What follows belongs to an exercise in optimizing a design on an open flow for small area and a short achievable clock period; a production flow would make more cautious choices. The RTL was checked by simulation tests, not by an equivalence proof against the original design. No activity file was given, so power comes from the tool's default toggle rates.

==> flow/design.v (excerpt) <==
module interrupt_controller (
    input  logic         PCLK,
    input  logic         rstn,
    input  logic         PSEL,
    input  logic         PENABLE,
    input  logic         PWRITE,
    input  logic [4:0]   PADDR,
    input  logic [31:0]  PWDATA,
    output logic [31:0]  PRDATA,
    output logic         PREADY,
    output logic         PSLVERR,
    input  logic [31:0]  IRQ,
    input  logic [4:0]   index,
    output logic [3:0]   INT,
    output logic [4:0]   IRQ_VECTOR
);
logic [31:0] irq_enable;
logic [31:0] irq_disable;
logic [31:0] irq_status;
logic [31:0] irq_type;
logic [31:0] irq_ack;
logic [31:0] irq_f;
logic [31:0] tbl_valid;
logic [4:0]  irq_priority     [31:0];
logic [3:0]  irq_map          [31:0];
logic [4:0]  irq_vector_table [31:0];
wire acc = PSEL & PENABLE;
wire wr  = acc & PWRITE;
wire rd  = acc & ~PWRITE;
wire wr_status = wr & (PADDR == 5'h00);
wire wr_enable = wr & (PADDR == 5'h04);
wire wr_disable= wr & (PADDR == 5'h08);
wire wr_prio   = wr & (PADDR == 5'h0C);
wire wr_ack    = wr & (PADDR == 5'h10);
wire wr_type   = wr & (PADDR == 5'h14);
wire wr_vec    = wr & (PADDR == 5'h18);
wire wr_map    = wr & (PADDR == 5'h1C);
wire wr_tbl    = wr_prio | wr_vec | wr_map;
logic [31:0] idx_oh;
always_comb
    for (int i = 0; i < 32; i++)
        idx_oh[i] = (index == i[4:0]);
always_ff @(posedge PCLK)
    irq_f <= IRQ;
always_ff @(posedge PCLK or negedge rstn)
    if (!rstn)
        irq_status <= 32'b0;
    else if (wr_status)
        irq_status <= irq_status | PWDATA;
    else
        irq_status <= (irq_status | (irq_f & ~irq_disable & irq_enable)) & ~(~irq_type & irq_ack);
always_ff @(posedge PCLK or negedge rstn)
    if (!rstn) begin
        irq_enable  <= 32'b0;
        irq_disable <= 32'b0;
        irq_ack     <= 32'b0;
        irq_type    <= 32'b0;
    end else begin
        if (wr_enable)  irq_enable  <= irq_enable  | PWDATA;
        if (wr_disable) irq_disable <= irq_disable | PWDATA;
        if (wr_ack)     irq_ack     <= irq_ack     | PWDATA;
        if (wr_type)    irq_type    <= PWDATA;
    end
always_ff @(posedge PCLK or negedge rstn)
  ...
clock: 100.0 ns
lec_check: 0
cap_margin: 20
core_margin: 2
core_utilization: 20
place_density: 0.3
slew_margin: 20
synth_hierarchical: 1
synth_minimum_keep_size: 0
standard.sh (not shown) runs the stock make flow with config.mk's settings and CLKGATE_MAP_FILE= SYNTH_SCRIPT=/design/flow/synth_recipe.tcl, a recipe that flattens the netlist after the stock synthesis.
==> flow/flow/run.sh <==
#!/bin/bash
# Standard ORFS flow, with smaller port buffers, a clock tree of larger
# sink clusters without dummy loads, and timing repair asked to leave extra
# setup slack so that IO paths get optimised too.
export BUFFER_PORTS_ARGS="-buffer_cell sky130_fd_sc_hd__buf_2"
export SETUP_SLACK_MARGIN=78
export CTS_ARGS="-sink_clustering_enable -repair_clock_nets -dont_use_dummy_load -buf_list {sky130_fd_sc_hd__clkbuf_4} -sink_clustering_size 10 -sink_clustering_max_diameter 50"
bash standard.sh > standard.log 2>&1
The starting point went through all stages and came out clean.
Then changed:
--- a/flow/flow/run.sh
+++ b/flow/flow/run.sh
@@ -5,3 +5,3 @@
 export BUFFER_PORTS_ARGS="-buffer_cell sky130_fd_sc_hd__buf_2"
-export SETUP_SLACK_MARGIN=78
+export SETUP_SLACK_MARGIN=79
 export CTS_ARGS="-sink_clustering_enable -repair_clock_nets -dont_use_dummy_load -buf_list {sky130_fd_sc_hd__clkbuf_4} -sink_clustering_size 10 -sink_clustering_max_diameter 50"
The new run finished clean. Total power came out higher slightly. Utilization came out higher by 1.9 points. First-iteration DRC count came out higher by roughly a tenth.
Then changed:
==> flow/flow/run.sh (replaced) <==
#!/bin/bash
# Standard ORFS flow, with smaller port buffers, a clock tree of larger
# sink clusters without dummy loads, and timing repair asked to leave extra
# setup slack so that IO paths get optimised too.
export BUFFER_PORTS_ARGS="-buffer_cell sky130_fd_sc_hd__buf_2"
export SETUP_SLACK_MARGIN=78
export CTS_ARGS="-sink_clustering_enable -repair_clock_nets -dont_use_dummy_load -buf_list {sky130_fd_sc_hd__clkbuf_8} -sink_clustering_size 16 -sink_clustering_max_diameter 60"
bash standard.sh > standard.log 2>&1
Outcome: The new run finished with timing, DRC and antenna clean; first-iteration DRC count came out lower by about 10%; power is higher by about 4%; cell count fell by about 2.6%; worst hold slack gains 25 ps; clock skew drops by 69 ps.
Then changed:
==> flow/flow/run.sh (replaced) <==
#!/bin/bash
# Standard ORFS flow, with smaller port buffers, a clock tree of larger
# sink clusters without dummy loads, and timing repair asked to leave extra
# setup slack so that IO paths get optimised too.
export BUFFER_PORTS_ARGS="-buffer_cell sky130_fd_sc_hd__buf_2"
export SETUP_SLACK_MARGIN=78.5
export CTS_ARGS="-sink_clustering_enable -repair_clock_nets -dont_use_dummy_load -buf_list {sky130_fd_sc_hd__clkbuf_4} -sink_clustering_size 10 -sink_clustering_max_diameter 50"
bash standard.sh > standard.log 2>&1
Result: The new run completed without violations; combinational power rose by about 4%; synthesized cell count stays the same; area after synthesis does not change; critical path depth shrinks by 8; total power went down by about 5%; wire length grows by 2.8%; via count went up by about 2.2%; maximum frequency came out higher by about 1.5%; worst setup slack is better by 330 ps; clock power is lower by 19%; cell count increases by 1.5%.

* * *

interrupt_controller, a different RTL version from the one above (not shown whole).
Size in the first run: ~120 I/O pins, about 0.031 sq mm of cells after synthesis.
Design interrupt_controller, start of the top module:
module interrupt_controller (
    input  logic         PCLK,
    input  logic         rstn,
    input  logic         PSEL,
    input  logic         PENABLE,
    input  logic         PWRITE,
    input  logic [4:0]   PADDR,
    input  logic [31:0]  PWDATA,
    output logic [31:0]  PRDATA,
    output logic         PREADY,
    output logic         PSLVERR,
    input  logic [31:0]  IRQ,
    input  logic [4:0]   index,
    output logic [3:0]   INT,
    output logic [4:0]   IRQ_VECTOR
);
export LEC_CHECK = 0
export CAP_MARGIN = 20
export CORE_MARGIN = 2
export CORE_UTILIZATION = 35
export PLACE_DENSITY = 0.7
export SLEW_MARGIN = 20
export SYNTH_HIERARCHICAL = 1
export SYNTH_MINIMUM_KEEP_SIZE = 0
create_clock -name core_clock -period 100.0 [get_ports {PCLK}]
==> flow/flow/run.sh <==
#!/bin/bash
# Standard ORFS flow, with smaller port buffers, a clock tree of larger
# sink clusters without dummy loads, and timing repair asked to leave extra
# setup slack so that IO paths get optimised too.
export BUFFER_PORTS_ARGS="-buffer_cell sky130_fd_sc_hd__buf_1"
export SETUP_SLACK_MARGIN=78
export CTS_ARGS="-sink_clustering_enable -repair_clock_nets -dont_use_dummy_load -buf_list {sky130_fd_sc_hd__clkbuf_4} -sink_clustering_size 8 -sink_clustering_max_diameter 50"
bash standard.sh > standard.log 2>&1
Change:
--- a/flow/flow/run.sh
+++ b/flow/flow/run.sh
@@ -6 +6 @@
-export SETUP_SLACK_MARGIN=78
+export SETUP_SLACK_MARGIN=78.25
Settings changed: PLACE_DENSITY 0.7 to 0.5.
Effect: The new run completed with no timing, DRC or antenna violations; setup slack improved by 0.11 ns; sequential power stays flat; routed wire length grows by about a fifth; die area stays the same; non-clock buffer count rose by 31.

* * *

== JK ==
The RTL this note starts from:
==> flow/design.v <==
module ic_ao3n (
    input  logic a1, b1, a2, b2, a3, b3,
    output logic y
);
    assign y = ~((a1 & b1) | (a2 & b2) | (a3 & b3));
endmodule
module ic_oh32 (
    input  logic [31:0] s,
    input  logic [31:0] d,
    output logic        q
);
    logic [10:0] y;
    for (genvar k = 0; k < 10; k++) begin : g_ao
        ic_ao3n u_ao (.a1(s[3*k]),   .b1(d[3*k]),
                      .a2(s[3*k+1]), .b2(d[3*k+1]),
                      .a3(s[3*k+2]), .b3(d[3*k+2]), .y(y[k]));
    end
    assign y[10] = ~((s[30] & d[30]) | (s[31] & d[31]));
    assign q = ~&y;
endmodule
module ic_ohmux #(parameter int W = 5) (
    input  logic [31:0]     sel,
    input  logic [32*W-1:0] d,
    output logic [W-1:0]    q
);
    for (genvar b = 0; b < W; b++) begin : g_bit
        logic [31:0] col;
        for (genvar i = 0; i < 32; i++) begin : g_col
            assign col[i] = d[W*i + b];
        end
        ic_oh32 u_oh (.s(sel), .d(col), .q(q[b]));
    end
endmodule
module ic_elim_p (
    input  logic [31:0] c,
    input  logic [31:0] p,
    input  logic [31:0] v,
    output logic [31:0] c_out_n
);
    wire [31:0] z   = c & ~(p & v);
    wire        any = |z;
    assign c_out_n = ~(z | (c & {32{~any}}));
endmodule
module ic_elim_n (
    input  logic [31:0] c_n,
    input  logic [31:0] p,
    input  logic [31:0] v,
    output logic [31:0] c_out
);
    wire [31:0] z_n = c_n | (p & v);
    wire        any = ~&z_n;
    assign c_out = ~(z_n & (c_n | {32{any}}));
endmodule
module ic_first_stage (
    input  logic c_n,
    input  logic seen_in,
    output logic first,
    output logic seen_out
);
    assign first    = ~(c_n | seen_in);
    assign seen_out = seen_in | ~c_n;
endmodule
module ic_first (
    input  logic [31:0] c_n,
    output logic [31:0] first
);
    logic [32:0] seen;
    assign seen[0] = 1'b0;
    assign first[0] = ~c_n[0];
    assign seen[1]  = ~c_n[0];
    for (genvar i = 1; i < 32; i++) begin : g_st
        ic_first_stage u_st (.c_n(c_n[i]), .seen_in(seen[i]),
                             .first(first[i]), .seen_out(seen[i+1]));
    end
endmodule
module interrupt_controller (
    input  logic         PCLK,
    input  logic         rstn,
    input  logic         PSEL,
    input  logic         PENABLE,
    input  logic         PWRITE,
    input  logic [4:0]   PADDR,
    input  logic [31:0]  PWDATA,
    output logic [31:0]  PRDATA,
    output logic         PREADY,
    output logic         PSLVERR,
    input  logic [31:0]  IRQ,
    input  logic [4:0]   index,
    output logic [3:0]   INT,
    output logic [4:0]   IRQ_VECTOR
);
logic [31:0] irq_enable;
logic [31:0] irq_disable;
logic [31:0] irq_status;
logic [31:0] irq_type;         
logic        type_valid;       
logic [31:0] irq_ack;
logic [31:0] irq_f;
logic [7:0]  grp_valid;        
logic [31:0] tbl_valid;
logic [4:0]  irq_priority     [31:0];
logic [3:0]  irq_map          [31:0];
logic [4:0]  irq_vector_table [31:0];
wire acc = PSEL & PENABLE;
wire wr  = acc & PWRITE;
wire rd  = acc & ~PWRITE;
wire wr_status = wr & (PADDR == 5'h00);
wire wr_enable = wr & (PADDR == 5'h04);
wire wr_disable= wr & (PADDR == 5'h08);
wire wr_prio   = wr & (PADDR == 5'h0C);
wire wr_ack    = wr & (PADDR == 5'h10);
wire wr_type   = wr & (PADDR == 5'h14);
wire wr_vec    = wr & (PADDR == 5'h18);
wire wr_map    = wr & (PADDR == 5'h1C);
wire wr_tbl    = wr_prio | wr_vec | wr_map;
logic [31:0] idx_oh;
always_comb
    for (int i = 0; i < 32; i++)
        idx_oh[i] = (index == i[4:0]);
always_ff @(posedge PCLK)
    irq_f <= IRQ;
always_ff @(posedge PCLK or negedge rstn)
    if (!rstn)
        irq_status <= 32'b0;
    else if (wr_status)
        irq_status <= irq_status | PWDATA;
    else
        irq_status <= (irq_status | (irq_f & ~irq_disable & irq_enable)) & ~(~(irq_type & {32{type_valid}}) & irq_ack);
always_ff @(posedge PCLK or negedge rstn)
    if (!rstn) begin
        irq_enable  <= 32'b0;
        irq_disable <= 32'b0;
        irq_ack     <= 32'b0;
    end else begin
        if (wr_enable)  irq_enable  <= irq_enable  | PWDATA;
        if (wr_disable) irq_disable <= irq_disable | PWDATA;
        if (wr_ack)     irq_ack     <= irq_ack     | PWDATA;
    end
always_ff @(posedge PCLK or negedge rstn)
    if (!rstn)        type_valid <= 1'b0;
    else if (wr_type) type_valid <= 1'b1;
always_ff @(posedge PCLK)
    if (wr_type) irq_type <= PWDATA;
wire [7:0] grp_hit   = {8{wr_tbl}} & (8'b1 << index[4:2]);
always_ff @(posedge PCLK or negedge rstn)
    if (!rstn) grp_valid <= 8'b0;
    else       grp_valid <= grp_valid | grp_hit;
always_comb
    for (int i = 0; i < 32; i++)
        tbl_valid[i] = grp_valid[i/4];
logic [4:0] d_prio [0:3];
logic [4:0] d_vec  [0:3];
logic [3:0] d_map  [0:3];
always_comb
    for (int k = 0; k < 4; k++) begin
        d_prio[k] = PWDATA[4:0] & {5{wr_prio & (index[1:0] == k[1:0])}};
        d_vec[k]  = PWDATA[4:0] & {5{wr_vec  & (index[1:0] == k[1:0])}};
        d_map[k]  = PWDATA[3:0] & {4{wr_map  & (index[1:0] == k[1:0])}};
    end
always_ff @(posedge PCLK)
    for (int i = 0; i < 32; i++) begin
        if ((idx_oh[i] & wr_prio) | ~grp_valid[i/4]) irq_priority[i]     <= d_prio[i%4];
        if ((idx_oh[i] & wr_map)  | ~grp_valid[i/4]) irq_map[i]          <= d_map[i%4];
        if ((idx_oh[i] & wr_vec)  | ~grp_valid[i/4]) irq_vector_table[i] <= d_vec[i%4];
    end
logic [159:0] prio_flat, vec_flat;
logic [127:0] map_flat;
logic [31:0]  prio_bit [0:4];
always_comb
    for (int i = 0; i < 32; i++) begin
        prio_flat[5*i +: 5] = irq_priority[i];
        vec_flat[5*i +: 5]  = irq_vector_table[i];
        map_flat[4*i +: 4]  = irq_map[i];
        for (int b = 0; b < 5; b++)
            prio_bit[b][i] = irq_priority[i][b];
    end
wire [31:0] rd_sel = idx_oh & tbl_valid;
logic [4:0] rd_prio, rd_vec;
logic [3:0] rd_map;
ic_ohmux #(.W(5)) u_rd_prio (.sel(rd_sel), .d(prio_flat), .q(rd_prio));
ic_ohmux #(.W(5)) u_rd_vec  (.sel(rd_sel), .d(vec_flat),  .q(rd_vec));
ic_ohmux #(.W(4)) u_rd_map  (.sel(rd_sel), .d(map_flat),  .q(rd_map));
logic [8:0] rd_word;
always_comb begin
    rd_word[0] = rd & (PADDR == 5'h00);
    rd_word[1] = rd & (PADDR == 5'h04);
    rd_word[2] = rd & (PADDR == 5'h08);
    rd_word[3] = rd & (PADDR == 5'h0C);
    rd_word[4] = rd & (PADDR == 5'h10);
    rd_word[5] = rd & (PADDR == 5'h14);
    rd_word[6] = rd & (PADDR == 5'h18);
    rd_word[7] = rd & (PADDR == 5'h1C);
    rd_word[8] = ~rd;
end
wire rd_type = rd_word[5] & type_valid;
logic [31:0] prdata_d;
for (genvar b = 0; b < 32; b++) begin : g_prdata
    logic [2:0] y;
    ic_ao3n u_ao0 (.a1(rd_word[0]), .b1(irq_status[b]),
                   .a2(rd_word[1]), .b2(irq_enable[b]),
                   .a3(rd_word[2]), .b3(irq_disable[b]), .y(y[0]));
    ic_ao3n u_ao1 (.a1(rd_word[4]), .b1(irq_ack[b]),
                   .a2(rd_type),    .b2(irq_type[b]),
                   .a3(rd_word[8]), .b3(PRDATA[b]),      .y(y[1]));
    if (b < 4) begin : g_tbl
        ic_ao3n u_ao2 (.a1(rd_word[3]), .b1(rd_prio[b]),
                       .a2(rd_word[6]), .b2(rd_vec[b]),
                       .a3(rd_word[7]), .b3(rd_map[b]),  .y(y[2]));
    end else if (b == 4) begin : g_tbl4
        assign y[2] = ~((rd_word[3] & rd_prio[b]) | (rd_word[6] & rd_vec[b]));
    end else begin : g_no_tbl
        assign y[2] = 1'b1;
    end
    assign prdata_d[b] = ~&y;
end
always_ff @(posedge PCLK or negedge rstn)
    if (!rstn) PRDATA <= 32'b0;
    else       PRDATA <= prdata_d;
always_ff @(posedge PCLK or negedge rstn)
    if (!rstn)    PREADY <= 1'b0;
    else if (acc) PREADY <= 1'b1;
assign PSLVERR = 1'b0;
logic [31:0] c1_n, c2, c3_n, c4, c5_n;
ic_elim_p u_e4 (.c(irq_status), .p(prio_bit[4]), .v(tbl_valid), .c_out_n(c1_n));
ic_elim_n u_e3 (.c_n(c1_n),     .p(prio_bit[3]), .v(tbl_valid), .c_out(c2));
ic_elim_p u_e2 (.c(c2),         .p(prio_bit[2]), .v(tbl_valid), .c_out_n(c3_n));
ic_elim_n u_e1 (.c_n(c3_n),     .p(prio_bit[1]), .v(tbl_valid), .c_out(c4));
ic_elim_p u_e0 (.c(c4),         .p(prio_bit[0]), .v(tbl_valid), .c_out_n(c5_n));
logic [31:0] first;
ic_first u_first (.c_n(c5_n), .first(first));
wire valid = ~&c5_n[30:0];
wire [31:0] sel_oh = {~valid, first[30:0]};
wire [31:0] vec_pick = sel_oh & tbl_valid;
wire [31:0] map_pick = {first[31] & tbl_valid[31], vec_pick[30:0]};
logic [4:0] vec_sel;
logic [3:0] map_sel;
ic_ohmux #(.W(5)) u_sel_vec (.sel(vec_pick), .d(vec_flat), .q(vec_sel));
ic_ohmux #(.W(4)) u_sel_map (.sel(map_pick), .d(map_flat), .q(map_sel));
always_ff @(posedge PCLK or negedge rstn)
    if (!rstn) INT <= 4'b0000;
    else if (map_sel[3:2] == 2'b00) INT[map_sel[1:0]] <= valid;
always_ff @(posedge PCLK or negedge rstn)
    if (!rstn) IRQ_VECTOR <= 5'b11111;
    else       IRQ_VECTOR <= vec_sel;
endmodule
clock: 100.0 ns
lec_check: 0
cap_margin: 20
core_margin: 2
core_utilization: 35
place_density: 0.5
slew_margin: 20
synth_hierarchical: 1
synth_minimum_keep_size: 0
==> flow/flow/run.sh <==
#!/bin/bash
# Standard ORFS flow with these changes:
#  - port buffers: buf_4 on inputs, buf_1 on outputs (flow/ports.tcl, run
#    just before global placement in place of the standard buffer_ports);
#  - a clock tree of larger sink clusters without dummy loads;
#  - timing repair asked to leave extra setup slack so that IO paths get
#    optimised too.
export DONT_BUFFER_PORTS=1
export PRE_GLOBAL_PLACE_TCL=$PWD/flow/ports.tcl
export SETUP_SLACK_MARGIN=78
export CTS_ARGS="-sink_clustering_enable -repair_clock_nets -dont_use_dummy_load -buf_list {sky130_fd_sc_hd__clkbuf_4} -sink_clustering_size 8 -sink_clustering_max_diameter 50"
bash standard.sh > standard.log 2>&1
==> flow/flow/ports.tcl <==
# Port buffers: buf_4 on the inputs (they fan out inside the design),
# buf_1 on the outputs (each drives only its pin).
buffer_ports -inputs -buffer_cell sky130_fd_sc_hd__buf_4
buffer_ports -outputs -buffer_cell sky130_fd_sc_hd__buf_1
Input-level comparison between MS and JK:
-- flow/flow/run.sh --
<<< JK, line 3
#  - port buffers: buf_4 on inputs, buf_1 on outputs (flow/ports.tcl, run
>>> MS, line 3
#  - port buffers: buf_2 on inputs, buf_1 on outputs (flow/ports.tcl, run
==> flow/flow/ports.tcl <==
# Port buffers: buf_2 on the inputs (they fan out inside the design),
# buf_1 on the outputs (each drives only its pin).
buffer_ports -inputs -buffer_cell sky130_fd_sc_hd__buf_2
buffer_ports -outputs -buffer_cell sky130_fd_sc_hd__buf_1
==> comparison <==
MS went all the way through synthesis, placement and routing and the layout is clean on timing, DRC and antenna. Per the final summary, JK finished and its layout is clean on timing, DRC and antenna. Worst setup slack: JK vs MS identical. Reported for JK and MS, count of nets left with antenna violations after detail routing turned out identical to the last digit. Compared MS against JK; portion of total power attributed to combinational logic within noise. JK → MS: clock-buffer cell count saw little to no change, number of multi-input combinational cells in the layout saw little to no change, total power saw little to no change, inverter count of the layout excluding clock inverters saw little to no change. Final cell utilization of the core came out exactly the same in JK and MS. Comparing MS against JK, there is no change at all in global-route wire length before repair.

==> static timing again, ports no longer ideal <==
How much do the figures lean on ideal ports? The routed layouts below were timed once more, with nothing changed but the port constraints.
Step 1 (the two cells are an assumption about what drives the block):
set clk [get_ports {PCLK}]
set_driving_cell -lib_cell sky130_fd_sc_hd__clkbuf_16 $clk
set_driving_cell -lib_cell sky130_fd_sc_hd__buf_2 [delete_from_list [all_inputs] $clk]
Step 2, shift: input delay + t, output delay - t, t = (earliest + latest rising clock arrival at the registers) / 2. This alone moves slack from input paths to output paths.
Three values: ideal ports, drivers, drivers and shift; two values: the first two.
| run | shift t [ns] | slack for setup (ns) | slew at the worst register clock pin (ns) | max-slew violations | max-capacitance violations |
|---|---|---|---|---|---|
| the first run of note 1 | 1.077 | 78.031 / 77.989 / 76.912 | 0.12 / 0.12 | 0 / 0 | 0 / 0 |
| the second run of note 1 | 1.119 | 78.219 / 78.148 / 77.263 | 0.12 / 0.12 | 0 / 0 | 0 / 0 |
| the third run of note 1 | 0.838 | 77.947 / 77.917 / 77.079 | 0.10 / 0.10 | 0 / 0 | 0 / 0 |
| the fourth run of note 1 | 1.107 | 78.274 / 78.203 / 77.312 | 0.12 / 0.12 | 0 / 0 | 0 / 0 |
| the first run of note 2 | 0.931 | 77.877 / 77.866 / 76.935 | 0.11 / 0.11 | 0 / 0 | 0 / 0 |
| the second run of note 2 | 0.972 | 77.984 / 77.999 / 77.026 | 0.11 / 0.11 | 0 / 0 | 0 / 0 |
| JK | 0.934 | 78.001 / 76.714 / 75.780 | 0.10 / 0.10 | 0 / 180 | 0 / 1 |
| MS | 0.934 | 78.001 / 76.714 / 75.780 | 0.10 / 0.10 | 0 / 180 | 0 / 1 |
After both steps setup and hold are still met in every run listed. With drivers on, slew violations rise in JK and MS. The drivers bring new capacitance violations in JK and MS. The worst setup slack also covers recovery checks on asynchronous resets.
